Source: an optimization exercise on an open RTL-to-GDS flow (aim: small area). Production flows keep margins and buffers that such runs may drop.
In this exercise RTL edits were held to simulation tests only and were not proved equivalent to the original.
The clock port is modelled as an ideal driver; clocking choices that lean on that would not hold on a real chip.
No activity file was given, so power comes from the tool's default toggle rates.

$ cat flow/run.sh
#!/bin/bash
# Layout: the standard ORFS flow (standard.sh, standard synthesis unchanged) with two
# changes: the clock tree is built by flow/clock_tree.tcl (the clock port drives four
# clkbuf_16, one per quadrant of the flip-flops) in place of TritonCTS's H-tree, and the
# port buffers use the smallest buffer cell. Each tool's output stays in orfs/logs;
# standard.sh's own output goes to standard.log.
set -euo pipefail
cd "$(dirname "$0")/.."
export PRE_CTS_TCL="$PWD/flow/clock_tree.tcl"
export CTS_ARGS="-sink_clustering_enable -repair_clock_nets -buf_list sky130_fd_sc_hd__clkbuf_8 -dont_use_dummy_load"
export BUFFER_PORTS_ARGS="-buffer_cell sky130_fd_sc_hd__buf_1"
bash standard.sh > standard.log 2>&1
$ cat flow/clock_tree.tcl
# Clock tree built by hand: the clock port drives four clock buffers directly, each
# placed at the centre of one group of flip-flops (the flip-flops split at the median
# x, then each half at the median y) and driving that group's clock pins. TritonCTS
# then skips these nets; detailed placement legalizes the buffers.
set db [ord::get_db]
set block [ord::get_db_block]
set clk_net [$block findNet sysclk_100M]
set master [$db findMaster sky130_fd_sc_hd__clkbuf_16]
set items {}
foreach it [$clk_net getITerms] {
  if {![$it isInputSignal]} { continue }
  set loc [[$it getInst] getLocation]
  lappend items [list [lindex $loc 0] [lindex $loc 1] $it]
}
proc split_half {lst idx} {
  set s [lsort -integer -index $idx $lst]
  set h [expr {[llength $s] / 2}]
  return [list [lrange $s 0 [expr {$h - 1}]] [lrange $s $h end]]
}
set groups {}
foreach half [split_half $items 0] {
  foreach q [split_half $half 1] { lappend groups $q }
}
set skip [list sysclk_100M]
set i 0
foreach g $groups {
  set sx 0; set sy 0
  foreach it $g { set sx [expr {$sx + [lindex $it 0]}]; set sy [expr {$sy + [lindex $it 1]}] }
  set n [llength $g]
  set buf [odb::dbInst_create $block $master "clkq_buf_$i"]
  set net [odb::dbNet_create $block "clkq_net_$i"]
  $net setSigType CLOCK
  [$buf findITerm A] connect $clk_net
  [$buf findITerm X] connect $net
  foreach it $g {
    set iterm [lindex $it 2]
    $iterm disconnect
    $iterm connect $net
  }
  $buf setLocation [expr {$sx / $n}] [expr {$sy / $n}]
  $buf setPlacementStatus PLACED
  lappend skip "clkq_net_$i"
  incr i
}
global_connect
puts "hand-built clock tree: $i buffers of sky130_fd_sc_hd__clkbuf_16, nets $skip"
set_cts_config -skip_nets $skip
set_propagated_clock [all_clocks]
$ cat standard.sh
#!/bin/bash
# synth_recipe.tcl (not shown) runs the flow's synth.tcl, then flattens the netlist and writes it again
# the make line also repeats each setting of config.mk as NAME=value (left out here)
make -C /OpenROAD-flow-scripts/flow DESIGN_CONFIG=/design/flow/config.mk WORK_HOME=/design/flow/orfs CLKGATE_MAP_FILE= SYNTH_SCRIPT=/design/flow/synth_recipe.tcl "${@:-finish}"
$ cat config.mk
export PLATFORM = sky130hd
export DESIGN_NAME = SDRAM_arbit
export DESIGN_NICKNAME = SDRAM_arbit
export VERILOG_FILES = /design/flow/design.v
export SDC_FILE = /design/flow/constraint.sdc
export NUM_CORES = 4
export LEC_CHECK = 0
export CAP_MARGIN = 20
export CORE_MARGIN = 2
export CORE_UTILIZATION = 40
export SLEW_MARGIN = 20
$ cat constraint.sdc
create_clock -name core_clock -period 10.0 [get_ports {sysclk_100M}]
set_input_delay 2.0000 -clock core_clock [delete_from_list [all_inputs] [get_ports {sysclk_100M}]]
set_output_delay 2.0000 -clock core_clock [all_outputs]
set_load 0.01 [all_outputs]
$ cat design.v
module SDRAM_arbit(
    input                   sysclk_100M         ,
    input                   rst_n               ,
    output                  CKE                 ,
    output                  cs_n                ,
    output  reg             ras_n               ,
    output  reg             cas_n               ,
    output  reg             we_n                ,
    output          [12:0]  addr                ,
    output          [ 1:0]  ba                  ,
    output          [ 1:0]  dqm                 ,
    output          [15:0]  dq_o                ,
    output                  dq_oe               ,
    input           [15:0]  dq_i                ,
    input                   write_trig          ,
    output                  write_data_vld      ,
    input           [15:0]  w_dq                ,
    input                   read_trig           ,
    output                  read_data_vld       ,
    output          [15:0]  r_dq                ,
    output                  write_end
);
localparam  P_INIT  = 4'b0000,
            P_ARBI  = 4'b0001,       
            P_ARBF  = 4'b0010,       
            P_ARBS  = 4'b0011,       
            P_REF0  = 4'b0100,       
            P_REF   = 4'b0101,
            P_S0    = 4'b1000,       
            P_S1    = 4'b1001,
            P_A0    = 4'b1010,       
            P_A1    = 4'b1011,
            P_X     = 4'b1100,       
            P_P0    = 4'b1110,       
            P_P1    = 4'b1111;
localparam  ROW_LAST = 1440 - 1;
localparam  INIT_FIRST  = 10'd41;
localparam  INIT_RELOAD = 10'd316;
localparam  REF_RELOAD  = 10'd780;
reg  [3:0]  ph;
reg         flag;            
reg  [3:0]  wc;              
reg  [9:0]  dcnt;            
reg         wstat, rstat;    
reg         wtd, rtd;        
reg         wt1, rt1;        
reg         wend_q, rend_q;  
reg  [5:0]  wcol;            
reg  [10:0] wrow;
reg         wbank;
reg  [5:0]  rcol;            
reg  [10:0] rrow;
reg         rbank;
assign CKE   = 1'b1;
assign cs_n  = 1'b0;
assign dqm   = 2'b00;
assign dq_o  = w_dq;
assign r_dq  = dq_i;
wire init    = (ph == P_INIT);
wire arbi    = (ph == P_ARBI);
wire arb     = ~ph[3] & ~ph[2] & ph[1];             
wire ref0    = (ph == P_REF0);
wire in_ref  = ~ph[3] & ph[2];
wire sess    = ph[3];
wire s_act   = ph[3] & ~ph[2] & ph[1];
wire s_xfer  = ph[3] & ph[2] & ~ph[1];
wire s_pre0  = (ph == P_P0);
wire s_pre1  = (ph == P_P1);
wire wr      = flag;
wire d_hi0   = (dcnt[9:1] == 9'd0);
wire d_zero  = d_hi0 & ~dcnt[0];
wire d_one   = d_hi0 & dcnt[0];
wire d_ones  = &dcnt;                
wire ref_req = (d_zero | d_ones) & ~ref0;
wire rcol63  = (rcol == 6'd63);
wire wc0     = (wc == 4'd0);
wire w_b7    = s_xfer & wr & (wc[2:0] == 3'd7);     
wire w_rowend = w_b7 & (wcol == 6'd63);
wire w_lastrow = ((wrow & ROW_LAST) == ROW_LAST);    
wire w_frame = w_rowend & w_lastrow;
wire wend_c  = (s_xfer & wr & (wc[2:0] == 3'd6) & (wcol[4:0] == 5'd31)) | (~(s_act & wr) & wend_q);
wire w_bank_c = wbank ^ w_frame;
wire rc11    = (wc == 4'd11);                       
wire rc9     = (wc == 4'd9);
wire r_rowend = rc11 & rcol63;
wire r_lastrow = ((rrow & ROW_LAST) == ROW_LAST);
wire r_frame = r_rowend & r_lastrow;
wire rend_c  = (rc9 & (rcol[4:0] == 5'd31)) | (~(s_act & ~wr) & rend_q);
wire r_bank_c = r_frame ? ~wbank : rbank;
wire both    = wstat & rstat & wend_q & rend_q;
wire g_rd    = both ? flag : (~(wstat & rend_q) & rstat & wend_q);
wire g_wr    = both ? ~flag : (wstat & rend_q);
wire x_last  = w_b7 | rc11;                         
wire x_stop  = x_last & (d_ones | (wr ? (wend_q | w_rowend) : rend_q));
reg  [3:0]  ph_nx;
always @(*) begin
    if (init)
        ph_nx = (d_one & rcol63) ? P_ARBI : P_INIT;
    else if (arbi)
        ph_nx = P_REF0;
    else if (arb)
        ph_nx = ref_req ? P_REF0 : (g_rd | g_wr) ? P_S0 : ph;
    else if (ref0)
        ph_nx = P_REF;
    else if (in_ref)
        ph_nx = (dcnt[2:0] == 3'b110) ? P_ARBF : P_REF;
    else if (s_xfer)
        ph_nx = x_stop ? P_P0 : P_X;
    else if (s_pre1)
        ph_nx = P_ARBS;
    else
        ph_nx = ph + 4'd1;      
end
wire        flag_nx = (arb & ~ref_req & (g_rd | g_wr)) ? g_wr : flag;
wire [3:0]  wc_nx   = (s_xfer & ~x_last) ? wc + 4'd1 : 4'd0;
wire [5:0]  wcol_nx = wcol + {5'd0, w_b7};
wire [9:0]  dcnt_nx = (ref0 | (init & d_zero)) ? (init ? INIT_RELOAD : REF_RELOAD) :
                      d_ones ? dcnt : dcnt - 10'd1;
always @(posedge sysclk_100M or negedge rst_n) begin
    if (!rst_n) begin
        ph     <= P_INIT;
        flag   <= 1'b0;
        wc     <= 4'd0;
        dcnt   <= INIT_FIRST + 10'd1;
        wstat  <= 1'b0;
        rstat  <= 1'b0;
        wtd    <= 1'b0;
        rtd    <= 1'b0;
        wt1    <= 1'b0;
        rt1    <= 1'b0;
        wend_q <= 1'b0;
        rend_q <= 1'b1;
        wcol   <= 6'd0;
        wrow   <= 11'd0;
        wbank  <= 1'b0;
        rcol   <= 6'd0;
        rrow   <= 11'd0;
        rbank  <= 1'b0;
    end else begin
        ph     <= ph_nx;
        flag   <= flag_nx;
        wc     <= wc_nx;
        dcnt   <= dcnt_nx;
        wstat  <= (s_pre1 & wr)  ? ~wend_q : (wstat | wtd);
        rstat  <= (s_pre1 & ~wr) ? ~rend_q : (rstat | rtd);
        wt1    <= write_trig;
        rt1    <= read_trig;
        wtd    <= wt1;
        rtd    <= rt1;
        wend_q <= wend_c;
        rend_q <= rend_c;
        wcol   <= wcol_nx;
        if (w_rowend)
            wrow <= w_lastrow ? 11'd0 : wrow + 11'd1;
        wbank  <= w_bank_c;
        rcol   <= rcol + {5'd0, rc11 | (init & (d_zero | (d_one & rcol63)))};
        if (r_rowend)
            rrow <= r_lastrow ? 11'd0 : rrow + 11'd1;
        rbank  <= r_bank_c;
    end
end
wire nx_xfer = ph_nx[3] & ph_nx[2] & ~ph_nx[1];
wire nx_act  = ph_nx[3] & ~ph_nx[2] & ph_nx[1];
assign dq_oe          = ph_nx[3] & flag_nx;
assign write_data_vld = nx_xfer & flag_nx;
assign read_data_vld  = nx_xfer & ~flag_nx & (wc_nx[3] | wc_nx[2]);
assign write_end      = (nx_xfer & flag_nx & (wc_nx[2:0] == 3'd6) & (wcol_nx[4:0] == 5'd31)) |
                        (~(nx_act & flag_nx) & wend_c);
reg  [10:0] addr_c;
reg         ba_c;
always @(*) begin
    {ras_n, cas_n, we_n} = 3'b111;
    addr_c = 11'h400;
    ba_c   = 1'b0;
    if (init) begin
        if (rcol63 & (dcnt == 10'd10)) {ras_n, cas_n, we_n} = 3'b010;
        if (rcol63 & (dcnt == 10'd8))  {ras_n, cas_n, we_n} = 3'b001;
        if (rcol63 & d_one) begin
            {ras_n, cas_n, we_n} = 3'b000;
            addr_c = 11'h033;
        end
    end else if (arbi) begin
        addr_c = 11'h033;
    end else if (in_ref | (ph == P_ARBF)) begin
        if (in_ref & (dcnt[2:0] == 3'b100)) {ras_n, cas_n, we_n} = 3'b001;
        addr_c = 11'd0;
    end else begin
        if (ph == P_A0) {ras_n, cas_n, we_n} = 3'b011;
        if (s_xfer & wc0) {ras_n, cas_n, we_n} = {2'b10, ~wr};
        if (s_pre0) {ras_n, cas_n, we_n} = 3'b010;
        if (s_act)
            addr_c = wr ? wrow : rrow;
        else if (wr)
            addr_c = {s_pre0, 1'b0, wcol, wc[2:0]};
        else if (s_xfer)
            addr_c = {2'b00, rcol, 3'b000};
        ba_c = wr ? w_bank_c : r_bank_c;
    end
end
assign addr = {2'b00, addr_c};
assign ba   = {ba_c, 1'b0};
endmodule
==> results of run 1 <==
==> power breakdown <==
part / internal (mW) / switching, mW
logic: 0.000559 / 0.00626
clock network: 0.0722 / 0.0680
registers: 0.255 / 0.000187
total: 0.328 / 0.0744
==> cell usage after synthesis (all sizes together), types with 8 or more instances <==
| cell | number |
|---|---|
| and3 | 9 |
| xor2 | 8 |
| buf | 45 |
| clkbuf | 15 |
| dfrtp | 59 |
| inv | 13 |
| a21oi | 18 |
| xnor2 | 13 |
| nor2 | 39 |
| nand3 | 27 |
| a211oi | 11 |
| ha | 19 |
| nand4 | 8 |
| nand2 | 59 |
| o21ai | 33 |
==> worst max-delay path: cells and delay by family (launching register included) <==
| family | cells | cell delay, ps |
|---|---|---|
| xor+xnor | 1 | 190 |
| fa+ha+maj | 2 | 420 |
| simple gates | 4 | 720 |
| compound gates | 2 | 290 |
| buf+inv | 1 | 160 |
| flops | 1 | 730 |
==> flip-flops by register name, summed over array words and instances (netlist names) <==
name and flops:
wt1 1, ph 4, wstat 1, dcnt 10
rstat 1, wrow 11, rt1 1, wbank 1
wend_q 1, rrow 11, rcol 6, flag 1
rend_q 1, wtd 1, rbank 1, wcol 6
rtd 1, wc 4
==> routing by layer <==
| metal | vias to the layer above | routed length, um |
|---|---|---|
| met1 | 1636 | 4750 |
| met4 | 0 | 135 |
| met2 | 94 | 4480 |
| li1 | 1615 | - |
| met3 | 9 | 439 |
| met5 | - | 0 |
==> kinds of logic after synthesis <==
| logic type | after synthesis |
|---|---|
| compound gates | 103 |
| xor+xnor | 21 |
| fa+ha+maj | 19 |
| buf+inv | 73 |
| flops | 63 |
| mux | 7 |
| other cells | 2 |
| simple gates | 191 |
==> cell type report <==
class	instances	area share
buffer	4	0.0241
inverter	13	0.0117
multi-input combinational	348	0.519
sequential	63	0.381
tap	136	0.0410
timing repair buffer	24	0.0238
==> worst max path at each step <==
| stage | endpoint | depth (start not counted) | slack [ps] |
|---|---|---|---|
| after floorplan | write_end | 11 | 5770 |
| after global placement | write_end | 12 | 5610 |
| after detailed placement | write_end | 8 | 5520 |
| after CTS | write_end | 8 | 5360 |
| after global routing | write_end | 10 | 4970 |
| final | write_end | 10 | 5350 |
==> reports/results.ini, run 1 <==
[logic_synthesis]
synth_area_leaders = dfrtp_1 36%, buf_4 7.2%, ha_1 5.7%
async_reset_ff_frac = 1.00
yosysSeqAreaShare = 0.381
synth_mux_area_frac = 0.0169
synth_top_area_cell = dfrtp_1
avgSynthCellArea_sq_um = 8.66
synth_top_family_by_area = simple AND/OR/NAND/NOR gates
synth_area_sq_um = 4150
synth.distinct_cells = 57
synth_edf_count = 0
synth_adder_area_share = 0.0573
synth_top_area_share = 0.356
yosys_register_bits = 63
synth_xor_xnor_area_share = 0.0443
syn-instance-count = 479
synth_warnings = 1
synthFlopType = dfrtp_1
synth-compound-area-share = 0.162
synthSimpleGateAreaFrac = 0.232

[power_and_ir_drop]
p_leak_nw = 1.67
peakVddDrop_v = 0.0000825
power.density_nw_per_um2 = 96.9
finalPower_uw = 403

[clock_tree]
post_cts_buffers = 0
clock_latency_ps = 140
clk_pin_slew_ps = 70
postCtsHoldBufs = 0
post_cts_resized = 0

[floorplanning]
num_rows = 37
io_pins = 94
dieWidth_um = 106
die_h_um = 106
start_util = 0.407
core-area_sq_um = 10200
die-area_sq_um = 11200

[routing]
post_drt_via_cell_ratio = 5.70
vias = 3354
postRouteAntennaNets = 0
wl_per_cell_um = 16.7
finalWirelength_mm = 9.81
dr.pass1.iters = 5
dr.first_iter.drc_count = 180
route.detailed.drc = 0

[worst_setup_path]
path_cells = nand2_1, nor3_1, ha_1, ha_1, xor2_1, nand2_1, nand4b_1, o21ai_0, o2bb2ai_1, buf_1
r2r-end = rcol[4]
max_stage_delay_ps = 730
rrSetupSlack_ps = 7310
r2r_start = dcnt[6]
end_kind = primary output
slowest_stage = dfrtp_1
worstPathArrival_ps = 2650
crit_path_max_fanout = 19
start_kind = flip-flop
setup.worst_path.start = ph[2]
cp.required_ps = 8000
r2r_cells = 8
path_class = reg2out

[placement]
placed_area_sq_um = 4050
dp_cells = 584
numPortBuffers = 22
pre_cts_ws_ps = 5520
hpwlAfterDp_mm = 7.24
gp_congestion = 0.889

[min_path]
min_path_type = reg2reg
hold-path-endpoint = rtd
min_path_cells = 0
worstHoldStart = rt1

[global_route]
gr-total-overflow = 0
antenna_found_initial = 0
grt_max_degree = 64
grt_pass1_vias = 3233
grt_usage = 0.175
grt.busiest_layer = met2
met3_usage = 0.0118
grt_pass1_wl_mm = 16.4
gr-usage-met2 = 0.277
grtUsageMet1 = 0.267

[cells_and_area]
final_cell_count_no_fill = 588
drive_gt1_frac = 0.0465
antenna_cells = 0
fin_util = 0.408
fillers = 1049
multi_input_area_sq_um = 2150
num-nets-final = 509
area_growth_pct = 0.121
fin_area_sq_um = 4150
layout.cells.most_common_list = 59 x nand2_1, 59 x dfrtp_1, 39 x nor2_1
register_area_sq_um = 1580

[sta]
timing.slew.headroom = 0.443
final_max_slew_viol_count = 0
worst_pin_slew_ps = 835
max_freq_mhz = 215
final.setup.tns_ps = 0
hold_violations = 0
finalSetupViolCount = 0
hold_slack_ps = 350
fin_ws_ps = 5350
rsz0062_at_grt = no
fin_crit_ps = 4650
clock_skew_ps = 5.44
fin_crit_sh = 0.465

[run_status]
status = complete, no violations

[flow_run]
max_cap_viol_count = 0

==> run 2: changes to the inputs <==
--- a/design.v
+++ b/design.v
@@ -34,9 +34,20 @@
             P_P0    = 4'b1110,       
             P_P1    = 4'b1111;
 localparam  ROW_LAST = 1440 - 1;
-localparam  INIT_FIRST  = 10'd41;
-localparam  INIT_RELOAD = 10'd316;
-localparam  REF_RELOAD  = 10'd780;
+localparam  L_ZERO        = 10'b1110101100;    
+localparam  L_INIT_FIRST  = 10'b0000011100;    
+localparam  L_INIT_RELOAD = 10'b1110110111;    
+localparam  L_REF_RELOAD  = 10'b0011011011;    
+localparam  M_ONE         = 10'b0100111111;    
+localparam  V_ONE         = 10'b0100010110;
+localparam  M_INIT_PRE    = 10'b0101011100;    
+localparam  V_INIT_PRE    = 10'b0000010000;
+localparam  M_INIT_REF    = 10'b0111101001;    
+localparam  V_INIT_REF    = 10'b0011001001;
+localparam  M_REF_CMD     = 10'b0000000101;    
+localparam  V_REF_CMD     = 10'b0000000001;
+localparam  M_REF_END     = 10'b0100100000;    
+localparam  V_REF_END     = 10'b0000100000;
 reg  [3:0]  ph;
 reg         flag;            
 reg  [3:0]  wc;              
@@ -67,11 +78,10 @@
 wire s_pre0  = (ph == P_P0);
 wire s_pre1  = (ph == P_P1);
 wire wr      = flag;
-wire d_hi0   = (dcnt[9:1] == 9'd0);
-wire d_zero  = d_hi0 & ~dcnt[0];
-wire d_one   = d_hi0 & dcnt[0];
-wire d_ones  = &dcnt;                
-wire ref_req = (d_zero | d_ones) & ~ref0;
+wire d_zero  = (dcnt == L_ZERO);
+wire d_lock  = (dcnt == 10'd0);      
+wire d_one   = ((dcnt & M_ONE) == V_ONE);                    
+wire ref_req = (d_zero | d_lock) & ~ref0;
 wire rcol63  = (rcol == 6'd63);
 wire wc0     = (wc == 4'd0);
 wire w_b7    = s_xfer & wr & (wc[2:0] == 3'd7);     
@@ -91,7 +101,7 @@
 wire g_rd    = both ? flag : (~(wstat & rend_q) & rstat & wend_q);
 wire g_wr    = both ? ~flag : (wstat & rend_q);
 wire x_last  = w_b7 | rc11;                         
-wire x_stop  = x_last & (d_ones | (wr ? (wend_q | w_rowend) : rend_q));
+wire x_stop  = x_last & (d_lock | (wr ? (wend_q | w_rowend) : rend_q));
 reg  [3:0]  ph_nx;
 always @(*) begin
     if (init)
@@ -103,7 +113,7 @@
     else if (ref0)
         ph_nx = P_REF;
     else if (in_ref)
-        ph_nx = (dcnt[2:0] == 3'b110) ? P_ARBF : P_REF;
+        ph_nx = ((dcnt & M_REF_END) == V_REF_END) ? P_ARBF : P_REF;
     else if (s_xfer)
         ph_nx = x_stop ? P_P0 : P_X;
     else if (s_pre1)
@@ -114,14 +124,14 @@
 wire        flag_nx = (arb & ~ref_req & (g_rd | g_wr)) ? g_wr : flag;
 wire [3:0]  wc_nx   = (s_xfer & ~x_last) ? wc + 4'd1 : 4'd0;
 wire [5:0]  wcol_nx = wcol + {5'd0, w_b7};
-wire [9:0]  dcnt_nx = (ref0 | (init & d_zero)) ? (init ? INIT_RELOAD : REF_RELOAD) :
-                      d_ones ? dcnt : dcnt - 10'd1;
+wire [9:0]  dcnt_nx = (ref0 | (init & d_zero)) ? (init ? L_INIT_RELOAD : L_REF_RELOAD) :
+                      d_zero ? 10'd0 : {dcnt[8:0], dcnt[9] ^ dcnt[6]};
 always @(posedge sysclk_100M or negedge rst_n) begin
     if (!rst_n) begin
         ph     <= P_INIT;
         flag   <= 1'b0;
         wc     <= 4'd0;
-        dcnt   <= INIT_FIRST + 10'd1;
+        dcnt   <= L_INIT_FIRST;
         wstat  <= 1'b0;
         rstat  <= 1'b0;
         wtd    <= 1'b0;
@@ -173,8 +183,8 @@
     addr_c = 11'h400;
     ba_c   = 1'b0;
     if (init) begin
-        if (rcol63 & (dcnt == 10'd10)) {ras_n, cas_n, we_n} = 3'b010;
-        if (rcol63 & (dcnt == 10'd8))  {ras_n, cas_n, we_n} = 3'b001;
+        if (rcol63 & ((dcnt & M_INIT_PRE) == V_INIT_PRE)) {ras_n, cas_n, we_n} = 3'b010;
+        if (rcol63 & ((dcnt & M_INIT_REF) == V_INIT_REF)) {ras_n, cas_n, we_n} = 3'b001;
         if (rcol63 & d_one) begin
             {ras_n, cas_n, we_n} = 3'b000;
             addr_c = 11'h033;
@@ -182,7 +192,7 @@
     end else if (arbi) begin
         addr_c = 11'h033;
     end else if (in_ref | (ph == P_ARBF)) begin
-        if (in_ref & (dcnt[2:0] == 3'b100)) {ras_n, cas_n, we_n} = 3'b001;
+        if (in_ref & ((dcnt & M_REF_CMD) == V_REF_CMD)) {ras_n, cas_n, we_n} = 3'b001;
         addr_c = 11'd0;
     end else begin
         if (ph == P_A0) {ras_n, cas_n, we_n} = 3'b011;
--- a/flow/run.sh
+++ b/flow/run.sh
@@ -9,4 +9,5 @@
 export PRE_CTS_TCL="$PWD/flow/clock_tree.tcl"
 export CTS_ARGS="-sink_clustering_enable -repair_clock_nets -buf_list sky130_fd_sc_hd__clkbuf_8 -dont_use_dummy_load"
 export BUFFER_PORTS_ARGS="-buffer_cell sky130_fd_sc_hd__buf_1"
+export SKIP_REPAIR_TIE_FANOUT=1
 bash standard.sh > standard.log 2>&1
==> reports/results.ini, run 2 <==
[run_status]
status = complete, no violations

[sta]
final_max_slew_viol_count = 0  ; unchanged
timing.slew.headroom = 0.410  ; -0.0330
final.setup.tns_ps = 0  ; unchanged
worst_pin_slew_ps = 881  ; +46.3 ps
hold_violations = 0  ; unchanged
max_freq_mhz = 209  ; -3.0%
rsz0062_at_grt = no
clock_skew_ps = 6.97  ; +1.53 ps
fin_crit_sh = 0.479  ; +0.0143
fin_crit_ps = 4790  ; +143 ps
finalSetupViolCount = 0  ; unchanged

[worst_setup_path]
crit_path_max_fanout = 25  ; +6
r2r_start = wc[0]
end_kind = primary output
setup.worst_path.start = ph[3]
cp.required_ps = 8000  ; about the same
start_kind = flip-flop
worstPathArrival_ps = 2790  ; +140 ps
path_class = reg2out

[clock_tree]
clk_pin_slew_ps = 70  ; about the same
postCtsHoldBufs = 0  ; unchanged
clock_latency_ps = 140  ; about the same
post_cts_buffers = 0  ; unchanged
post_cts_resized = 0  ; unchanged

[global_route]
gr-total-overflow = 0  ; unchanged
grt_usage = 0.170  ; -0.00531
antenna_found_initial = 0  ; unchanged
grt_pass1_vias = 3108  ; -3.9%
grt_pass1_wl_mm = 15.7  ; -4.2%
grt_max_degree = 64  ; unchanged

[routing]
vias = 3232  ; -3.6%
post_drt_via_cell_ratio = 5.74  ; +0.64%
postRouteAntennaNets = 0  ; unchanged
finalWirelength_mm = 9.37  ; -4.4%
route.detailed.drc = 0  ; unchanged
wl_per_cell_um = 16.7  ; -0.15%
dr.first_iter.drc_count = 262  ; +46%
dr.pass1.iters = 4  ; -1

[power_and_ir_drop]
p_leak_nw = 1.68  ; +0.35%
switching_share = 0.176  ; -0.00870
power_frac_seq = 0.642  ; +0.007
power.internal_uw = 328  ; about the same
power.density_nw_per_um2 = 98.9  ; +2.1%
p_comb_frac = 0.017  ; about the same
peakVddDrop_v = 0.0000872  ; +5.7%
pwr-share-clk = 0.341  ; -0.007
switching_power_uw = 70.2  ; -5.7%

[floorplanning]
io_pins = 94  ; unchanged
dieWidth_um = 104  ; -1.4%
die_h_um = 104  ; -1.4%
die-area_sq_um = 10900  ; -2.7%
core-area_sq_um = 9770  ; -4.0%
num_rows = 36  ; -2.7%
start_util = 0.412  ; +0.00507

[cells_and_area]
layout.cells.most_common_list = 59 x nand2_1, 59 x dfrtp_1, 37 x nor2_1
drive_gt1_frac = 0.0535  ; +0.00703
num-nets-final = 483  ; -5.1%
antenna_cells = 0  ; unchanged
final_cell_count_no_fill = 563  ; -4.3%
area_growth_pct = -0.155
fin_util = 0.412  ; +0.00394
fillers = 1010  ; -3.7%
reg.largest.list = rrow x11, wrow x11, dcnt x10

[logic_synthesis]
synthSimpleGateAreaFrac = 0.225  ; -0.00750
synth_xor_xnor_area_share = 0.0326  ; -0.0117
synth_mux_area_frac = 0.0251  ; +0.00825
synth_top_area_share = 0.366  ; +0.0104
synth-compound-area-share = 0.175  ; +0.0131
avgSynthCellArea_sq_um = 8.80  ; +1.6%
yosys_register_bits = 63  ; unchanged
syn-instance-count = 458  ; -4.4%
synth.distinct_cells = 59  ; +3.5%
synthFlopType = dfrtp_1
synth_top_family_by_area = simple AND/OR/NAND/NOR gates
synth_adder_area_share = 0.0466  ; -0.0107
synth_edf_count = 0  ; unchanged
synth_commonest_cells = 59 x dfrtp_1, 59 x nand2_1, 41 x buf_4, 37 x nor2_1, 28 x o21ai_0
async_reset_ff_frac = 1.00  ; unchanged
synth_area_leaders = dfrtp_1 37%, buf_4 7.6%, nand2_1 5.5%
synth_top_area_cell = dfrtp_1
yosysSeqAreaShare = 0.392  ; +0.0111
synth_warnings = 1  ; unchanged
synth_area_sq_um = 4030  ; -2.8%

[placement]
gp_congestion = 0.863  ; -2.9%
hpwlAfterDp_mm = 6.97  ; -3.7%
numPortBuffers = 22  ; unchanged
dp_cells = 559  ; -4.3%

[min_path]
min_path_type = reg2reg
worstHoldStart = rt1

[flow_run]
max_cap_viol_count = 0  ; unchanged

run 2: kinds of logic after synthesis:
| family | Yosys count |
|---|---|
| AOI/OAI and AO/OA | 105 |
| xor gates and xnor gates | 15 |
| adders and majority gates | 15 |
| buffers and inverters | 66 |
| DFF | 63 |
| muxes | 10 |
| other | 2 |
| and+or+nand+nor | 182 |
run 2: layout make-up:
| class | instances | area [sq um] | share of cell area |
|---|---|---|---|
| repair buffers | 24 | 98.8 | 0.0246 |
| multi-input cells | 329 | 2040 | 0.507 |
| inverters | 10 | 37.5 | 0.00933 |
| well taps | 133 | 166 | 0.0413 |
| plain buffers | 4 | 100 | 0.0249 |
| flip-flops and latches | 63 | 1580 | 0.393 |
run 2: final timing paths:
kind	end	slack, ps	cells past startpoint
max	ba[1]	5210	7
min	rtd	350	0
max reg2reg	rrow[6]	7390	5
min reg2reg	rtd	350	0
max in group asynchronous	wend_q	7460	2
min in group asynchronous	rrow[7]	2030	2
run 2: stage by stage:
step	power (mW)	hold WS [ps]	cell area [sq um]	setup WS, ps
detailed placement	0.268	336	3930	5430
finish	0.398	349	4030	5210
global route	0.415	357	4030	5010
floorplan	0.277	331	4030	5880
CTS	0.406	353	4030	5260
global placement	0.268	332	3930	5550
run 2: power groups by stage:
stage | clock, mW | sequential [mW] | combinational [mW]
2_1_floorplan | 0 | 0.261 | 0.0164
3_3_place_gp | 0 | 0.261 | 0.00695
3_5_place_dp | 0 | 0.261 | 0.00708
4_1_cts | 0.143 | 0.256 | 0.00709
5_1_grt | 0.151 | 0.256 | 0.00803
6_report | 0.136 | 0.256 | 0.00658
run 2: worst max-delay path, stage by stage (launching register included):
cell and delay [ps]:
dfrtp_1 790, and3b_1 460, and3_1 240, and2_1 350, nand2_1 120, xor2_1 170, a221oi_1 330, buf_1 190
run 2: metal layers:
metal | track usage | vias to the layer above | routed length [um]
li1 | - | 1543 | -
met1 | 0.245 | 1572 | 4440
met2 | 0.277 | 89 | 4260
met3 | 0.0182 | 28 | 474
met4 | 0.0328 | 0 | 206
met5 | 0 | - | 0
==> run 3: changes to the inputs <==
--- a/flow/run.sh
+++ b/flow/run.sh
@@ -9,5 +9,4 @@
 export PRE_CTS_TCL="$PWD/flow/clock_tree.tcl"
 export CTS_ARGS="-sink_clustering_enable -repair_clock_nets -buf_list sky130_fd_sc_hd__clkbuf_8 -dont_use_dummy_load"
 export BUFFER_PORTS_ARGS="-buffer_cell sky130_fd_sc_hd__buf_1"
-export SKIP_REPAIR_TIE_FANOUT=1
 bash standard.sh > standard.log 2>&1
==> reports/results.ini, run 3 <==
[run_status]
status = complete, no violations

[logic_synthesis]
synth_xor_xnor_area_share = 0.0326  ; unchanged
synth_top_area_share = 0.366  ; unchanged
syn-instance-count = 458  ; unchanged
synth_mux_area_frac = 0.0251  ; unchanged
synth_warnings = 1  ; unchanged
synth_adder_area_share = 0.0466  ; unchanged
synthFlopType = dfrtp_1
synth_top_family_by_area = simple AND/OR/NAND/NOR gates
synth.distinct_cells = 59  ; unchanged
yosys_register_bits = 63  ; unchanged
async_reset_ff_frac = 1.00  ; unchanged
synth_commonest_cells = 59 x dfrtp_1, 59 x nand2_1, 41 x buf_4, 37 x nor2_1, 28 x o21ai_0
synth_edf_count = 0  ; unchanged
synth_top_area_cell = dfrtp_1
synth_area_leaders = dfrtp_1 37%, buf_4 7.6%, nand2_1 5.5%
avgSynthCellArea_sq_um = 8.80  ; unchanged
synth-compound-area-share = 0.175  ; unchanged
synth_area_sq_um = 4030  ; unchanged
synthSimpleGateAreaFrac = 0.225  ; unchanged
yosysSeqAreaShare = 0.392  ; unchanged

[routing]
finalWirelength_mm = 9.19  ; -1.9%
dr.first_iter.drc_count = 159  ; -39%
postRouteAntennaNets = 0  ; unchanged
route.detailed.drc = 0  ; unchanged
wl_per_cell_um = 16.2  ; -2.8%
post_drt_via_cell_ratio = 5.58  ; -2.7%
dr.pass1.iters = 4  ; unchanged
vias = 3172  ; -1.9%

[worst_setup_path]
crit_family = simple AND/OR/NAND/NOR gates
slowest_stage = dfrtp_1
worstPathBufferInverterCount = 1  ; unchanged
path_class = reg2out
end_kind = primary output
path_cells = and3b_1, and3_1, and2_1, nand2_1, xor2_1, a221oi_1, buf_1
crit_path_max_fanout = 25  ; unchanged
start_kind = flip-flop
max_stage_delay_ps = 780  ; about the same
worstPathArrival_ps = 2790  ; about the same
cp.required_ps = 8000  ; about the same

[global_route]
grt_usage = 0.167  ; -0.00317
grt_pass1_wl_mm = 15.4  ; -1.8%
antenna_found_initial = 0  ; unchanged
grt_max_degree = 64  ; unchanged
grt_pass1_vias = 3111  ; +0.097%
gr-total-overflow = 0  ; unchanged

[cells_and_area]
fin_util = 0.414  ; +0.00192
area_growth_pct = 0.310
layout.cells.most_common_list = 59 x nand2_1, 59 x dfrtp_1, 37 x nor2_1
register_area_sq_um = 1580  ; unchanged
antenna_cells = 0  ; unchanged
reg.largest.list = rrow x11, wrow x11, dcnt x10
multi_input_area_sq_um = 2060  ; +0.92%
drive_gt1_frac = 0.0529  ; -0.000615
fillers = 997  ; -1.3%
num-nets-final = 488  ; +1.0%

[power_and_ir_drop]
switching_share = 0.175  ; -0.000954
power.density_nw_per_um2 = 98.4  ; -0.58%
power_frac_seq = 0.643  ; about the same
switching_power_uw = 69.7  ; -0.66%
finalPower_uw = 398  ; -0.12%
p_comb_frac = 0.017  ; about the same
p_leak_nw = 1.70  ; +0.96%
peakVddDrop_v = 0.0000822  ; -5.7%
power.internal_uw = 328  ; about the same
pwr-share-clk = 0.340  ; about the same

[floorplanning]
die-area_sq_um = 10900  ; unchanged
io_pins = 94  ; unchanged
dieWidth_um = 104  ; unchanged
core-area_sq_um = 9770  ; unchanged
start_util = 0.412  ; unchanged
num_rows = 36  ; unchanged
die_h_um = 104  ; unchanged

[sta]
clock_skew_ps = 10.5  ; +3.52 ps
final.setup.tns_ps = 0  ; unchanged
timing.slew.headroom = 0.445  ; +0.0348
rsz0062_at_grt = no
max_freq_mhz = 209  ; about the same
final_max_slew_viol_count = 0  ; unchanged
worst_pin_slew_ps = 829  ; -52.0 ps
fin_crit_sh = 0.479  ; about the same
fin_crit_ps = 4790  ; -4.74 ps
hold_violations = 0  ; unchanged
finalSetupViolCount = 0  ; unchanged

[placement]
hpwlAfterDp_mm = 6.93  ; -0.56%
numPortBuffers = 22  ; unchanged
gp_congestion = 0.877  ; +1.7%

[clock_tree]
post_cts_buffers = 0  ; unchanged
clk_pin_slew_ps = 60  ; about the same
clock_latency_ps = 140  ; about the same
postCtsHoldBufs = 0  ; unchanged
post_cts_resized = 0  ; unchanged

[min_path]
min_path_type = reg2reg

[flow_run]
max_cap_viol_count = 0  ; unchanged

-- run 3: cell counts after synthesis --
No cell type changed its count.
-- run 3: cells by family (layout without fill, tap and decap cells) --
kind of cell / Yosys count / after routing
flops: 63 / 63
buf+inv: 66 / 38
other cells: 2 / 7
fa+ha+maj: 15 / 15
simple gates: 182 / 182
compound gates: 105 / 105
xor+xnor: 15 / 15
mux: 10 / 10
-- run 3: worst paths after layout --
check	slack [ps]	from	cells after the start	to
max reg2reg	7490	wc[0]	5	rrow[5]
max in group asynchronous	7450	rst_n	2	wend_q
max	5210	ph[3]	7	ba[1]
min reg2reg	350	rt1	0	rtd
min	350	rt1	0	rtd
min in group asynchronous	2030	rst_n	2	rrow[7]
-- run 3: worst reg2reg max path: stages (launching register included) --
cell,delay [ps]
dfrtp_1,450
ha_1,210
nand3b_1,250
nor2_1,720
o21ai_0,440
o41ai_1,340
-- run 3: area by class of cell --
cell class | count | area share
multi-input combinational | 334 | 0.509
tap | 133 | 0.0412
inverter | 10 | 0.00928
sequential | 63 | 0.391
timing repair buffer | 24 | 0.0244
buffer | 4 | 0.0248
-- run 3: through the flow --
stage	hold WS [ps]	std cells	area [sq um]	setup WS, ps
CTS	356	568	4040	5250
finish	351	568	4040	5210
global placement	335	564	3940	5540
detailed placement	340	564	3940	5420
global route	359	568	4040	5000
floorplan	331	463	4050	5880
-- run 3: metal layers --
metal | part of all wire | up-vias | GRT usage
met1 | 0.47 | 1535 | 0.234
met4 | 0.019 | 0 | 0.0309
li1 | - | 1549 | -
met2 | 0.47 | 74 | 0.279
met3 | 0.041 | 14 | 0.0175
met5 | 0 | - | 0
-- run 3: power by group through the flow --
stage,sequential [mW],combinational [mW],clock [mW]
floorplan,0.261,0.0164,0
global placement,0.261,0.00692,0
detailed placement,0.261,0.00706,0
CTS,0.256,0.00709,0.141
global route,0.256,0.00798,0.151
finish,0.256,0.00660,0.135
==> run 4: changes to the inputs <==
--- a/flow/run.sh
+++ b/flow/run.sh
@@ -9,4 +9,5 @@
 export PRE_CTS_TCL="$PWD/flow/clock_tree.tcl"
 export CTS_ARGS="-sink_clustering_enable -repair_clock_nets -buf_list sky130_fd_sc_hd__clkbuf_8 -dont_use_dummy_load"
 export BUFFER_PORTS_ARGS="-buffer_cell sky130_fd_sc_hd__buf_1"
+export SKIP_REPAIR_TIE_FANOUT=1
 bash standard.sh > standard.log 2>&1
--- a/flow/clock_tree.tcl
+++ b/flow/clock_tree.tcl
@@ -5,7 +5,7 @@
 set db [ord::get_db]
 set block [ord::get_db_block]
 set clk_net [$block findNet sysclk_100M]
-set master [$db findMaster sky130_fd_sc_hd__clkbuf_16]
+set master [$db findMaster sky130_fd_sc_hd__clkbuf_8]
 set items {}
 foreach it [$clk_net getITerms] {
   if {![$it isInputSignal]} { continue }
@@ -43,6 +43,6 @@
   incr i
 }
 global_connect
-puts "hand-built clock tree: $i buffers of sky130_fd_sc_hd__clkbuf_16, nets $skip"
+puts "hand-built clock tree: $i buffers of sky130_fd_sc_hd__clkbuf_8, nets $skip"
 set_cts_config -skip_nets $skip
 set_propagated_clock [all_clocks]
==> reports/results.ini, run 4 <==
[routing]
dr.first_iter.drc_count = 230  ; +45%
wl_per_cell_um = 16.6  ; +2.5%
finalWirelength_mm = 9.34  ; +1.6%
postRouteAntennaNets = 0  ; unchanged
vias = 3277  ; +3.3%
route.detailed.drc = 0  ; unchanged
post_drt_via_cell_ratio = 5.82  ; +4.2%
dr.pass1.iters = 5  ; +1

[worst_setup_path]
cp.required_ps = 8000  ; about the same
start_kind = flip-flop
worstPathArrival_ps = 2800  ; about the same
crit_path_max_fanout = 25  ; unchanged
r2r_cells = 5  ; unchanged
r2r-end = rrow[6]
rrSetupSlack_ps = 7430  ; -60 ps
end_kind = primary output
r2r_start = wc[0]
path_class = reg2out

[logic_synthesis]
synthFlopType = dfrtp_1
synth_edf_count = 0  ; unchanged
yosys_register_bits = 63  ; unchanged
synth_commonest_cells = 59 x dfrtp_1, 59 x nand2_1, 41 x buf_4, 37 x nor2_1, 28 x o21ai_0
avgSynthCellArea_sq_um = 8.80  ; unchanged
synth_area_leaders = dfrtp_1 37%, buf_4 7.6%, nand2_1 5.5%
synth_area_sq_um = 4030  ; unchanged
synth_top_area_cell = dfrtp_1
async_reset_ff_frac = 1.00  ; unchanged
synth_top_area_share = 0.366  ; unchanged
yosysSeqAreaShare = 0.392  ; unchanged
syn-instance-count = 458  ; unchanged
synth.distinct_cells = 59  ; unchanged
synth_warnings = 1  ; unchanged

[run_status]
status = complete, no violations

[floorplanning]
io_pins = 94  ; unchanged
die_h_um = 104  ; unchanged
num_rows = 36  ; unchanged
core-area_sq_um = 9770  ; unchanged
start_util = 0.412  ; unchanged
die-area_sq_um = 10900  ; unchanged
dieWidth_um = 104  ; unchanged

[global_route]
gr-total-overflow = 0  ; unchanged
grt_usage = 0.170  ; +0.00343
antenna_found_initial = 0  ; unchanged
grt_pass1_wl_mm = 15.7  ; +1.8%
grt_max_degree = 64  ; unchanged
grt_pass1_vias = 3114  ; +0.096%

[clock_tree]
clk_pin_slew_ps = 90  ; +30 ps
post_cts_buffers = 0  ; unchanged
post_cts_resized = 0  ; unchanged
clock_latency_ps = 160  ; +20 ps
postCtsHoldBufs = 0  ; unchanged

[sta]
finalSetupViolCount = 0  ; unchanged
final_max_slew_viol_count = 0  ; unchanged
fin_crit_ps = 4800  ; +12.6 ps
hold_violations = 0  ; unchanged
timing.slew.headroom = 0.429  ; -0.0166
max_freq_mhz = 208  ; -0.26%
fin_crit_sh = 0.480  ; +0.00126
worst_pin_slew_ps = 854  ; +24.7 ps
final.setup.tns_ps = 0  ; unchanged
rsz0062_at_grt = no
hold_slack_ps = 355  ; +4.54 ps
clock_skew_ps = 12.4  ; +1.91 ps
fin_ws_ps = 5200  ; -12.6 ps

[min_path]
min_path_cells = 0  ; unchanged
worstHoldStart = rt1
min_path_type = reg2reg
hold-path-endpoint = rtd

[cells_and_area]
reg.largest.list = rrow x11, wrow x11, dcnt x10
drive_gt1_frac = 0.0535  ; +0.000615
fillers = 1020  ; +2.3%
layout.cells.most_common_list = 59 x nand2_1, 59 x dfrtp_1, 37 x nor2_1
num-nets-final = 483  ; -1.0%
final_cell_count_no_fill = 563  ; -0.88%
area_growth_pct = -1.27
antenna_cells = 0  ; unchanged

[power_and_ir_drop]
power.density_nw_per_um2 = 91.2  ; -7.3%
finalPower_uw = 363  ; -8.7%
peakVddDrop_v = 0.0000840  ; +2.1%
p_leak_nw = 1.66  ; -2.2%

[placement]
pre_cts_ws_ps = 5430  ; +8.78 ps
dp_cells = 559  ; -0.89%
gp_congestion = 0.863  ; -1.6%
numPortBuffers = 22  ; unchanged
hpwlAfterDp_mm = 6.97  ; +0.56%

[flow_run]
max_cap_viol_count = 0  ; unchanged

## run 4: cell count changes in the layout (fill, tap and decap cells not counted), sizes merged
cell,delta
conb,-5
## run 4: kinds of logic (layout without fill, tap and decap cells)
| kind of cell | after synthesis | in the layout | share of synthesized area |
|---|---|---|---|
| simple gates | 182 | 182 | 0.225 |
| compound gates | 105 | 105 | 0.175 |
| buf+inv | 66 | 38 | 0.101 |
| flops | 63 | 63 | 0.392 |
| fa+ha+maj | 15 | 15 | 0.0466 |
| xor+xnor | 15 | 15 | 0.0326 |
| mux | 10 | 10 | 0.0251 |
| other cells | 2 | 2 | 0.00186 |
## run 4: critical path, stage by stage (launching register included)
cell	delay [ps]
dfrtp_1	790
and3b_1	460
and3_1	240
and2_1	350
nand2_1	120
xor2_1	170
a221oi_1	330
buf_1	190
## run 4: how the worst max path moves through the flow
stage,startpoint,end,slack [ps],cells after the start
floorplan,w_dq[0],dq_o[0],5880,1
global placement,ph[3],ba[1],5550,7
detailed placement,ph[3],ba[1],5430,7
CTS,ph[3],ba[1],5230,7
global route,ph[3],ba[1],4980,7
finish,ph[3],ba[1],5200,7
## run 4: where the power goes
part           total [mW]  switching (mW)  internal (mW)
Sequential          0.256        0.000196          0.255
Clock               0.101          0.0637         0.0371
Combinational     0.00660         0.00604       0.000560
Total               0.363          0.0700          0.293
## run 4: area by class of cell
| class | count | area (sq um) | share of cell area |
|---|---|---|---|
| Timing Repair Buffer | 24 | 98.8 | 0.0248 |
| Tap cell | 133 | 166 | 0.0418 |
| Sequential cell | 63 | 1580 | 0.397 |
| Buffer | 4 | 55.1 | 0.0138 |
| Multi-Input combinational cell | 329 | 2040 | 0.513 |
| Inverter | 10 | 37.5 | 0.00943 |
## run 4: through the flow
stage                     instance area (sq um)   util
after floorplan                            4030      -
after global placement                     3930  0.402
after detailed placement                   3930  0.402
after CTS                                  3980  0.407
after global routing                       3980  0.407
final                                      3980  0.407
## run 4: routing by layer
layer	routed length, um	part of all wire	vias to the layer above	global-route usage
met3	508	0.054	30	0.0182
met2	4250	0.46	107	0.277
li1	-	-	1543	-
met5	0	0	-	0
met1	4350	0.47	1597	0.245
met4	225	0.024	0	0.0328
==> run 5: changes to the inputs <==
==> flow/run.sh (replaced) <==
#!/bin/bash
# Layout: the standard ORFS flow (standard.sh, standard synthesis unchanged) with three
# changes: the clock tree is built by flow/clock_tree.tcl (the clock port drives four
# clkbuf_8, one per quadrant of the flip-flops) in place of TritonCTS's H-tree; the port
# buffers use the smallest buffer cell; and the constant outputs keep the synthesis's two
# tie cells instead of one tie cell each. Each tool's output stays in orfs/logs;
# standard.sh's own output goes to standard.log.
set -euo pipefail
cd "$(dirname "$0")/.."
export PRE_CTS_TCL="$PWD/flow/clock_tree.tcl"
export CTS_ARGS="-sink_clustering_enable -repair_clock_nets -buf_list sky130_fd_sc_hd__clkbuf_8 -dont_use_dummy_load"
export BUFFER_PORTS_ARGS="-buffer_cell sky130_fd_sc_hd__buf_1"
export SKIP_REPAIR_TIE_FANOUT=1
bash standard.sh > standard.log 2>&1
--- a/flow/clock_tree.tcl
+++ b/flow/clock_tree.tcl
@@ -1,4 +1,4 @@
-# Clock tree built by hand: the clock port drives four clock buffers directly, each
+# Clock tree built by hand: the clock port drives four clkbuf_8 directly, each
 # placed at the centre of one group of flip-flops (the flip-flops split at the median
 # x, then each half at the median y) and driving that group's clock pins. TritonCTS
 # then skips these nets; detailed placement legalizes the buffers.
==> reports/results.ini, run 5 <==
[routing]
finalWirelength_mm = 9.34  ; unchanged
postRouteAntennaNets = 0  ; unchanged
dr.pass1.iters = 5  ; unchanged
route.detailed.drc = 0  ; unchanged
wl_per_cell_um = 16.6  ; unchanged
post_drt_via_cell_ratio = 5.82  ; unchanged
vias = 3277  ; unchanged
dr.first_iter.drc_count = 230  ; unchanged

[worst_setup_path]
path_class = reg2out
max_stage_delay_ps = 790  ; about the same
crit_path_max_fanout = 25  ; unchanged
path_cells = and3b_1, and3_1, and2_1, nand2_1, xor2_1, a221oi_1, buf_1
worstSetupPathDepth = 7  ; unchanged
start_kind = flip-flop
r2r_cells = 5  ; unchanged
slowest_stage = dfrtp_1
crit_family = simple AND/OR/NAND/NOR gates
worstPathBufferInverterCount = 1  ; unchanged
cp.required_ps = 8000  ; about the same
end_kind = primary output
worstPathArrival_ps = 2800  ; about the same

[cells_and_area]
area_growth_pct = -1.27  ; unchanged
layout.cells.most_common_list = 59 x nand2_1, 59 x dfrtp_1, 37 x nor2_1
register_area_sq_um = 1580  ; unchanged
fillers = 1020  ; unchanged
num-nets-final = 483  ; unchanged
reg.largest.list = rrow x11, wrow x11, dcnt x10
fin_util = 0.407  ; unchanged
multi_input_area_sq_um = 2040  ; unchanged
drive_gt1_frac = 0.0535  ; unchanged
antenna_cells = 0  ; unchanged

[logic_synthesis]
synth_area_sq_um = 4030  ; unchanged
synth_edf_count = 0  ; unchanged
synth_top_area_share = 0.366  ; unchanged
yosys_register_bits = 63  ; unchanged
synth_warnings = 1  ; unchanged
synth_area_leaders = dfrtp_1 37%, buf_4 7.6%, nand2_1 5.5%
synthFlopType = dfrtp_1
syn-instance-count = 458  ; unchanged
synth_commonest_cells = 59 x dfrtp_1, 59 x nand2_1, 41 x buf_4, 37 x nor2_1, 28 x o21ai_0
async_reset_ff_frac = 1.00  ; unchanged
yosysSeqAreaShare = 0.392  ; unchanged
avgSynthCellArea_sq_um = 8.80  ; unchanged
synth_top_area_cell = dfrtp_1
synth.distinct_cells = 59  ; unchanged

[sta]
final_max_slew_viol_count = 0  ; unchanged
clock_skew_ps = 12.4  ; unchanged
rsz0062_at_grt = no
fin_crit_sh = 0.480  ; unchanged
fin_crit_ps = 4800  ; unchanged
max_freq_mhz = 208  ; unchanged
finalSetupViolCount = 0  ; unchanged
final.setup.tns_ps = 0  ; unchanged
timing.slew.headroom = 0.429  ; unchanged
hold_violations = 0  ; unchanged
worst_pin_slew_ps = 854  ; unchanged
hold_slack_ps = 355  ; unchanged

[floorplanning]
die_h_um = 104  ; unchanged
io_pins = 94  ; unchanged
dieWidth_um = 104  ; unchanged
die-area_sq_um = 10900  ; unchanged
start_util = 0.412  ; unchanged
core-area_sq_um = 9770  ; unchanged
num_rows = 36  ; unchanged

[global_route]
grt_pass1_vias = 3114  ; unchanged
gr-total-overflow = 0  ; unchanged
grt_pass1_wl_mm = 15.7  ; unchanged
grt_usage = 0.170  ; unchanged
grt_max_degree = 64  ; unchanged
antenna_found_initial = 0  ; unchanged

[power_and_ir_drop]
finalPower_uw = 363  ; unchanged
power.density_nw_per_um2 = 91.2  ; unchanged
p_leak_nw = 1.66  ; unchanged
peakVddDrop_v = 0.0000840  ; unchanged

[placement]
gp_congestion = 0.863  ; unchanged
numPortBuffers = 22  ; unchanged
hpwlAfterDp_mm = 6.97  ; unchanged

[clock_tree]
postCtsHoldBufs = 0  ; unchanged
post_cts_resized = 0  ; unchanged
clk_pin_slew_ps = 90  ; about the same
clock_latency_ps = 160  ; about the same
post_cts_buffers = 0  ; unchanged

[min_path]
min_path_cells = 0  ; unchanged
min_path_type = reg2reg

[flow_run]
max_cap_viol_count = 0  ; unchanged

[run_status]
status = complete, no violations

[run 5: cell counts after synthesis]
Identical to the previous run, type by type.
[run 5: final timing paths]
path / startpoint / end / slack [ps]
setup / recovery: ph[3] / ba[1] / 5200
hold / removal: rt1 / rtd / 360
setup reg to reg: wc[0] / rrow[6] / 7430
hold reg to reg: rt1 / rtd / 360
max in group asynchronous: rst_n / rstat / 7480
min in group asynchronous: rst_n / rrow[7] / 2000
[run 5: worst reg2reg max path: cells and delay by family, from the launching register on]
family | cells | cell delay [ps]
flops | 1 | 470
compound gates | 2 | 810
fa+ha+maj | 1 | 210
simple gates | 2 | 980
[run 5: layout make-up]
cell class,instances,area share
Buffer,4,0.0138
Timing Repair Buffer,24,0.0248
Multi-Input combinational cell,329,0.513
Sequential cell,63,0.397
Tap cell,133,0.0418
Inverter,10,0.00943
[run 5: logic make-up after synthesis]
logic type,count (synthesis),share of synthesized area
muxes,10,0.0251
AOI/OAI and AO/OA,105,0.175
buffers and inverters,66,0.101
xor gates and xnor gates,15,0.0326
DFF,63,0.392
adders and majority gates,15,0.0466
and+or+nand+nor,182,0.225
other,2,0.00186
[run 5: layer usage]
metal,global-route usage,up-vias,share of wire
met5,0,-,0
met4,0.0328,0,0.024
met3,0.0182,30,0.054
met2,0.277,107,0.46
met1,0.245,1597,0.47
li1,-,1543,-
[run 5: stage by stage]
step	worst slack, ps	instance area (sq um)	instances
finish	5200	3980	563
global route	4980	3980	563
CTS	5230	3980	563
detailed placement	5430	3930	559
global placement	5550	3930	559
floorplan	5880	4030	458
[run 5: power by group]
part | leakage [nW] | internal, mW | switching (mW) | total, mW
Clock | 0.0288 | 0.0371 | 0.0637 | 0.101
Combinational | 0.784 | 0.000560 | 0.00604 | 0.00660
Sequential | 0.846 | 0.255 | 0.000196 | 0.256
Total | 1.66 | 0.293 | 0.0700 | 0.363
==> run 6: changes to the inputs <==
--- a/design.v
+++ b/design.v
@@ -126,11 +126,16 @@
 wire [5:0]  wcol_nx = wcol + {5'd0, w_b7};
 wire [9:0]  dcnt_nx = (ref0 | (init & d_zero)) ? (init ? L_INIT_RELOAD : L_REF_RELOAD) :
                       d_zero ? 10'd0 : {dcnt[8:0], dcnt[9] ^ dcnt[6]};
+always @(posedge sysclk_100M)
+    wc <= wc_nx;
+always @(posedge sysclk_100M) begin
+    wrow <= ((w_frame | init) ? 11'd0 : wrow) + {10'd0, w_rowend & ~w_lastrow};
+    rrow <= ((r_frame | init) ? 11'd0 : rrow) + {10'd0, r_rowend & ~r_lastrow};
+end
 always @(posedge sysclk_100M or negedge rst_n) begin
     if (!rst_n) begin
         ph     <= P_INIT;
         flag   <= 1'b0;
-        wc     <= 4'd0;
         dcnt   <= L_INIT_FIRST;
         wstat  <= 1'b0;
         rstat  <= 1'b0;
@@ -141,15 +146,12 @@
         wend_q <= 1'b0;
         rend_q <= 1'b1;
         wcol   <= 6'd0;
-        wrow   <= 11'd0;
         wbank  <= 1'b0;
         rcol   <= 6'd0;
-        rrow   <= 11'd0;
         rbank  <= 1'b0;
     end else begin
         ph     <= ph_nx;
         flag   <= flag_nx;
-        wc     <= wc_nx;
         dcnt   <= dcnt_nx;
         wstat  <= (s_pre1 & wr)  ? ~wend_q : (wstat | wtd);
         rstat  <= (s_pre1 & ~wr) ? ~rend_q : (rstat | rtd);
@@ -160,12 +162,8 @@
         wend_q <= wend_c;
         rend_q <= rend_c;
         wcol   <= wcol_nx;
-        if (w_rowend)
-            wrow <= w_lastrow ? 11'd0 : wrow + 11'd1;
         wbank  <= w_bank_c;
         rcol   <= rcol + {5'd0, rc11 | (init & (d_zero | (d_one & rcol63)))};
-        if (r_rowend)
-            rrow <= r_lastrow ? 11'd0 : rrow + 11'd1;
         rbank  <= r_bank_c;
     end
 end
==> reports/results.ini, run 6 <==
[routing]
postRouteAntennaNets = 0  ; unchanged
vias = 2984  ; -8.9%
finalWirelength_mm = 9.13  ; -2.3%
dr.first_iter.drc_count = 222  ; -3.5%
wl_per_cell_um = 16.6  ; +0.19%
dr.pass1.iters = 4  ; -1
route.detailed.drc = 0  ; unchanged
post_drt_via_cell_ratio = 5.44  ; -6.6%

[sta]
rsz0062_at_grt = no
fin_crit_sh = 0.504  ; +0.0237
final.setup.tns_ps = 0  ; unchanged
clock_skew_ps = 23.3  ; +10.9 ps
fin_crit_ps = 5040  ; +237 ps
max_freq_mhz = 198  ; -4.7%
hold_violations = 0  ; unchanged
timing.slew.headroom = 0.334  ; -0.0944
finalSetupViolCount = 0  ; unchanged
final_max_slew_viol_count = 0  ; unchanged
worst_pin_slew_ps = 993  ; +139 ps

[cells_and_area]
area_growth_pct = -1.45
reg.largest.list = rrow x11, wrow x11, dcnt x10
num-nets-final = 475  ; -1.7%
drive_gt1_frac = 0.0571  ; +0.00365
fillers = 935  ; -8.3%
layout.cells.most_common_list = 52 x nor2_1, 46 x nand2_1, 33 x dfrtp_1
antenna_cells = 0  ; unchanged
mostFrequentLayoutCell = nor2_1
final_cell_count_no_fill = 549  ; -2.5%

[clock_tree]
clk_pin_slew_ps = 120  ; +30 ps
clock_latency_ps = 170  ; about the same
postCtsHoldBufs = 0  ; unchanged
post_cts_buffers = 0  ; unchanged
post_cts_resized = 0  ; unchanged

[floorplanning]
start_util = 0.417  ; +0.00446
die-area_sq_um = 10500  ; -3.4%
io_pins = 94  ; unchanged
die_h_um = 103  ; -1.7%
num_rows = 35  ; -2.8%
dieWidth_um = 103  ; -1.7%
core-area_sq_um = 9330  ; -4.6%

[logic_synthesis]
syn-instance-count = 446  ; -2.6%
synth.distinct_cells = 66  ; +12%
yosys_register_bits = 63  ; unchanged
avgSynthCellArea_sq_um = 8.72  ; -0.94%
synth_edf_count = 0  ; unchanged
async_reset_ff_frac = 0.587  ; -0.413
synth_commonest_cells = 52 x nor2_1, 46 x nand2_1, 40 x buf_4, 33 x dfrtp_1, 26 x dfxtp_1
yosysSeqAreaShare = 0.373  ; -0.0191
synth_area_sq_um = 3890  ; -3.5%
synth_top_area_cell = dfrtp_1
synthFlopType = dfrtp_1
synth_warnings = 1  ; unchanged
yosysMostFrequentCell = nor2_1
synth_area_leaders = dfrtp_1 21%, dfxtp_1 13%, buf_4 7.7%
synth_top_area_share = 0.212  ; -0.154

[worst_setup_path]
start_kind = flip-flop
end_kind = primary output
path_class = reg2out
rrSetupSlack_ps = 6860  ; -570 ps
r2r-end = wrow[10]
r2r_start = ph[2]
cp.required_ps = 8000  ; about the same
worstPathArrival_ps = 3040  ; +240 ps
crit_path_max_fanout = 11  ; -56%
r2r_cells = 11  ; +6

[global_route]
antenna_found_initial = 0  ; unchanged
grt_usage = 0.175  ; +0.00476
grt_pass1_wl_mm = 15.0  ; -4.9%
grt_max_degree = 40  ; -38%
gr-total-overflow = 0  ; unchanged
grt_pass1_vias = 2835  ; -9.0%

[placement]
numPortBuffers = 22  ; unchanged
hpwlAfterDp_mm = 6.83  ; -2.0%
dp_cells = 545  ; -2.5%
gp_congestion = 0.903  ; +4.7%

[min_path]
worstHoldStart = wt1
min_path_cells = 0  ; unchanged
min_path_type = reg2reg
hold-path-endpoint = wtd

[run_status]
status = complete, no violations

[power_and_ir_drop]
power.density_nw_per_um2 = 94.5  ; +3.6%
peakVddDrop_v = 0.0000640  ; -24%
p_leak_nw = 1.48  ; -10%

[flow_run]
max_cap_viol_count = 0  ; unchanged

==> run 6: changes by cell type after synthesis, moves of 6 or more <==
cell,before,now
dfxtp_1,0,26
o21ai_0,28,17
nand2_1,59,46
xor2_1,6,17
nor2_1,37,52
nand4_1,8,14
dfrtp_1,59,33
==> run 6: logic make-up after synthesis <==
logic type / count (synthesis) / share of synthesized area
AND/OR/NAND/NOR: 184 / 0.239
adder cells (fa/ha/maj): 17 / 0.0547
multiplexers: 12 / 0.0309
buffers and inverters: 67 / 0.107
flip-flops: 63 / 0.373
XOR/XNOR: 28 / 0.0650
other: 2 / 0.00193
AO/OA/AOI/OAI: 73 / 0.128
==> run 6: worst max-delay path by stage <==
stage / start / depth (start not counted) / slack, ps / to
2_1_floorplan: ph[1] / 11 / 5740 / write_end
3_3_place_gp: ph[1] / 9 / 5170 / write_end
3_5_place_dp: ph[1] / 9 / 5220 / write_end
4_1_cts: ph[1] / 9 / 4970 / write_end
5_1_grt: ph[1] / 9 / 4720 / write_end
6_report: ph[1] / 9 / 4960 / write_end
==> run 6: area by class of cell <==
type,instances,area (sq um),area share
tap,129,161,0.0421
buffer,4,55.1,0.0144
sequential,63,1450,0.379
inverter,14,52.6,0.0137
multi-input combinational,316,2020,0.527
timing repair buffer,23,91.3,0.0238
==> run 6: metrics by stage <==
| step | setup slack [ps] | hold WS, ps | power, mW | util | cell area [sq um] |
|---|---|---|---|---|---|
| 2_1_floorplan | 5740 | 331 | 0.276 | - | 3890 |
| 3_3_place_gp | 5170 | 334 | 0.264 | 0.405 | 3780 |
| 3_5_place_dp | 5220 | 337 | 0.264 | 0.405 | 3780 |
| 4_1_cts | 4970 | 359 | 0.368 | 0.411 | 3830 |
| 5_1_grt | 4720 | 365 | 0.376 | 0.411 | 3830 |
| 6_report | 4960 | 355 | 0.362 | 0.411 | 3830 |
==> run 6: worst max-delay path: stages (launching register included) <==
cell and delay, ps:
dfrtp_1 520, inv_1 220, ha_1 360, nor2_1 100
nor3_1 590, nor3b_1 130, a21oi_1 460, a311oi_1 130
o21bai_1 170, buf_1 170
==> run 6: where the power goes <==
| group | total (mW) | switching, mW | internal [mW] |
|---|---|---|---|
| Combinational | 0.00439 | 0.00409 | 0.000300 |
| Clock | 0.104 | 0.0666 | 0.0372 |
| Sequential | 0.254 | 0.000198 | 0.254 |
==> run 6: metal layers <==
metal	track usage	wire length [um]	up-vias
met5	0	0	-
met4	0.0400	201	0
met3	0.00881	406	18
met2	0.277	4060	81
met1	0.263	4460	1416
li1	-	-	1469
==> run 7: changes to the inputs <==
--- a/config.mk
+++ b/config.mk
@@ -5,7 +5,8 @@
 export SDC_FILE = /design/flow/constraint.sdc
 export NUM_CORES = 4
 export LEC_CHECK = 0
-export CAP_MARGIN = 20
+export CAP_MARGIN = 0
 export CORE_MARGIN = 2
 export CORE_UTILIZATION = 40
-export SLEW_MARGIN = 20
+export GPL_TIMING_DRIVEN = 0
+export SLEW_MARGIN = 0
==> reports/results.ini, run 7 <==
[power_and_ir_drop]
p_comb_frac = 0.062  ; +0.050
pwr-share-clk = 0.273  ; -0.013
switching_power_uw = 78.9  ; +11%
switching_share = 0.206  ; +0.0108
power.density_nw_per_um2 = 88.8  ; -6.1%
p_leak_nw = 1.76  ; +18%
power.internal_uw = 303  ; +4.2%
power_frac_seq = 0.664  ; -0.037
peakVddDrop_v = 0.0000896  ; +40%
finalPower_uw = 382  ; +5.6%

[logic_synthesis]
yosysSeqAreaShare = 0.373  ; unchanged
avgSynthCellArea_sq_um = 8.72  ; unchanged
synth_top_area_share = 0.212  ; unchanged
syn-instance-count = 446  ; unchanged
synth_commonest_cells = 52 x nor2_1, 46 x nand2_1, 40 x buf_4, 33 x dfrtp_1, 26 x dfxtp_1
synth_warnings = 1  ; unchanged
yosysMostFrequentCell = nor2_1
async_reset_ff_frac = 0.587  ; unchanged
synthFlopType = dfrtp_1
synth_top_area_cell = dfrtp_1
synth.distinct_cells = 66  ; unchanged
synth_area_sq_um = 3890  ; unchanged
yosys_register_bits = 63  ; unchanged
synth_edf_count = 0  ; unchanged
synth_area_leaders = dfrtp_1 21%, dfxtp_1 13%, buf_4 7.7%

[worst_setup_path]
max_stage_delay_ps = 600  ; about the same
crit_path_max_fanout = 9  ; -2
slowest_stage = nor3_1
path_class = reg2out
r2r_start = ph[1]
rrSetupSlack_ps = 7180  ; +320 ps
start_kind = flip-flop
r2r-end = rrow[4]
worstPathArrival_ps = 2990  ; -50 ps
r2r_cells = 12  ; +1
path_cells = buf_6, inv_1, ha_1, nor2_1, nor3_1, nor3b_1, a21oi_1, a311oi_1, o21bai_1, buf_1
cp.required_ps = 8000  ; about the same
end_kind = primary output

[sta]
worst_pin_slew_ps = 834  ; -159 ps
final.setup.tns_ps = 0  ; unchanged
clock_skew_ps = 13.9  ; -9.42 ps
final_max_slew_viol_count = 0  ; unchanged
max_freq_mhz = 200  ; +0.98%
fin_crit_ps = 4990  ; -49.0 ps
fin_ws_ps = 5010  ; +49.0 ps
timing.slew.headroom = 0.444  ; +0.110
fin_crit_sh = 0.499  ; -0.00490
hold_violations = 0  ; unchanged
rsz0062_at_grt = no
hold_slack_ps = 357  ; +1.85 ps
finalSetupViolCount = 0  ; unchanged

[cells_and_area]
final_cell_count_no_fill = 633  ; +15%
reg.largest.list = rrow x11, wrow x11, dcnt x10
antenna_cells = 0  ; unchanged
register_area_sq_um = 1450  ; unchanged
fillers = 941  ; +0.64%
fin_area_sq_um = 4310  ; +12%
multi_input_area_sq_um = 2020  ; unchanged
drive_gt1_frac = 0.139  ; +0.0817
layout.cells.most_common_list = 56 x buf_1, 52 x nor2_1, 46 x nand2_1
mostFrequentLayoutCell = buf_1
fin_util = 0.462  ; +0.0511
area_growth_pct = 10.8
num-nets-final = 559  ; +18%

[placement]
pre_cts_ws_ps = 5240  ; +12.6 ps
dp_cells = 629  ; +15%
gp_congestion = 0.892  ; -1.2%
hpwlAfterDp_mm = 7.58  ; +11%
numPortBuffers = 54  ; +150%
placed_area_sq_um = 4250  ; +13%

[routing]
vias = 3438  ; +15%
met2WireLength_mm = 4.43  ; +9.1%
dr.first_iter.drc_count = 331  ; +49%
met1_length_mm = 4.60  ; +3.3%
post_drt_via_cell_ratio = 5.43  ; about the same
route.met3.wl_um = 658  ; +62%
top_layer = met4
postRouteAntennaNets = 0  ; unchanged
route.detailed.drc = 0  ; unchanged
wl_per_cell_um = 15.6  ; -6.4%
finalWirelength_mm = 9.85  ; +7.9%
dr.pass1.iters = 5  ; +1

[floorplanning]
io_pins = 94  ; unchanged
die-area_sq_um = 10500  ; unchanged
core-area_sq_um = 9330  ; unchanged
num_rows = 35  ; unchanged
start_util = 0.417  ; unchanged
die_h_um = 103  ; unchanged
dieWidth_um = 103  ; unchanged

[clock_tree]
clk_pin_slew_ps = 110  ; about the same
post_cts_resized = 0  ; unchanged
post_cts_buffers = 0  ; unchanged
clock_latency_ps = 170  ; about the same
postCtsHoldBufs = 0  ; unchanged

[min_path]
worstHoldStart = rt1
hold-path-endpoint = rtd
min_path_cells = 0  ; unchanged
min_path_type = reg2reg

[flow_run]
max_cap_viol_count = 0  ; unchanged

[global_route]
gr-total-overflow = 0  ; unchanged
grt_usage = 0.182  ; +0.00748
grt_pass1_vias = 2940  ; +3.7%
grt_max_degree = 38  ; -5.0%
grt_pass1_wl_mm = 15.4  ; +2.9%
antenna_found_initial = 0  ; unchanged

[run_status]
status = complete, no violations

run 7: cell counts after synthesis:
No cell type changed its count.
run 7: per-layer routing:
layer | global-route usage | vias up
li1 | - | 1650
met3 | 0.0115 | 10
met4 | 0.0277 | 0
met1 | 0.277 | 1627
met2 | 0.292 | 151
met5 | 0 | -
run 7: area by class of cell:
| class | count | share of cell area |
|---|---|---|
| Sequential cell | 63 | 0.337 |
| Inverter | 14 | 0.0122 |
| Buffer | 57 | 0.0973 |
| Timing Repair Buffer | 54 | 0.0473 |
| Multi-Input combinational cell | 316 | 0.469 |
| Tap cell | 129 | 0.0375 |
run 7: cells by family after synthesis:
logic type      count (synthesis)  synth area share
fa+ha+maj                      17            0.0547
mux                            12            0.0309
compound gates                 73             0.128
flops                          63             0.373
simple gates                  184             0.239
other cells                     2           0.00193
xor+xnor                       28            0.0650
buf+inv                        67             0.107
run 7: power groups by stage:
stage	clock, mW	sequential (mW)	combinational, mW
after CTS	0.107	0.254	0.0243
after detailed placement	0	0.259	0.0242
after global routing	0.117	0.254	0.0269
after global placement	0	0.259	0.0240
after floorplan	0	0.259	0.0164
final	0.105	0.254	0.0238
run 7: worst max path at each step:
| stage | start | end | slack (ps) | cells after the start |
|---|---|---|---|---|
| after floorplan | ph[1] | write_end | 5740 | 11 |
| after global placement | ph[1] | write_end | 5210 | 10 |
| after detailed placement | ph[1] | write_end | 5240 | 12 |
| after CTS | ph[1] | write_end | 5010 | 10 |
| after global routing | ph[1] | write_end | 4720 | 10 |
| final | ph[1] | write_end | 5010 | 10 |
run 7: critical path: cells and delay by family (launching register included):
family	cells	cell delay, ps
buf+inv	3	460
fa+ha+maj	1	340
simple gates	3	820
flops	1	430
compound gates	3	760

Setup slack of run 7, layout unchanged: 5.010 ns with ideal ports, 4.944 ns with driving cells assumed (clock clkbuf_16, inputs buf_2), 5.170 ns with port delays also shifted by the 0.226 ns mid clock arrival.
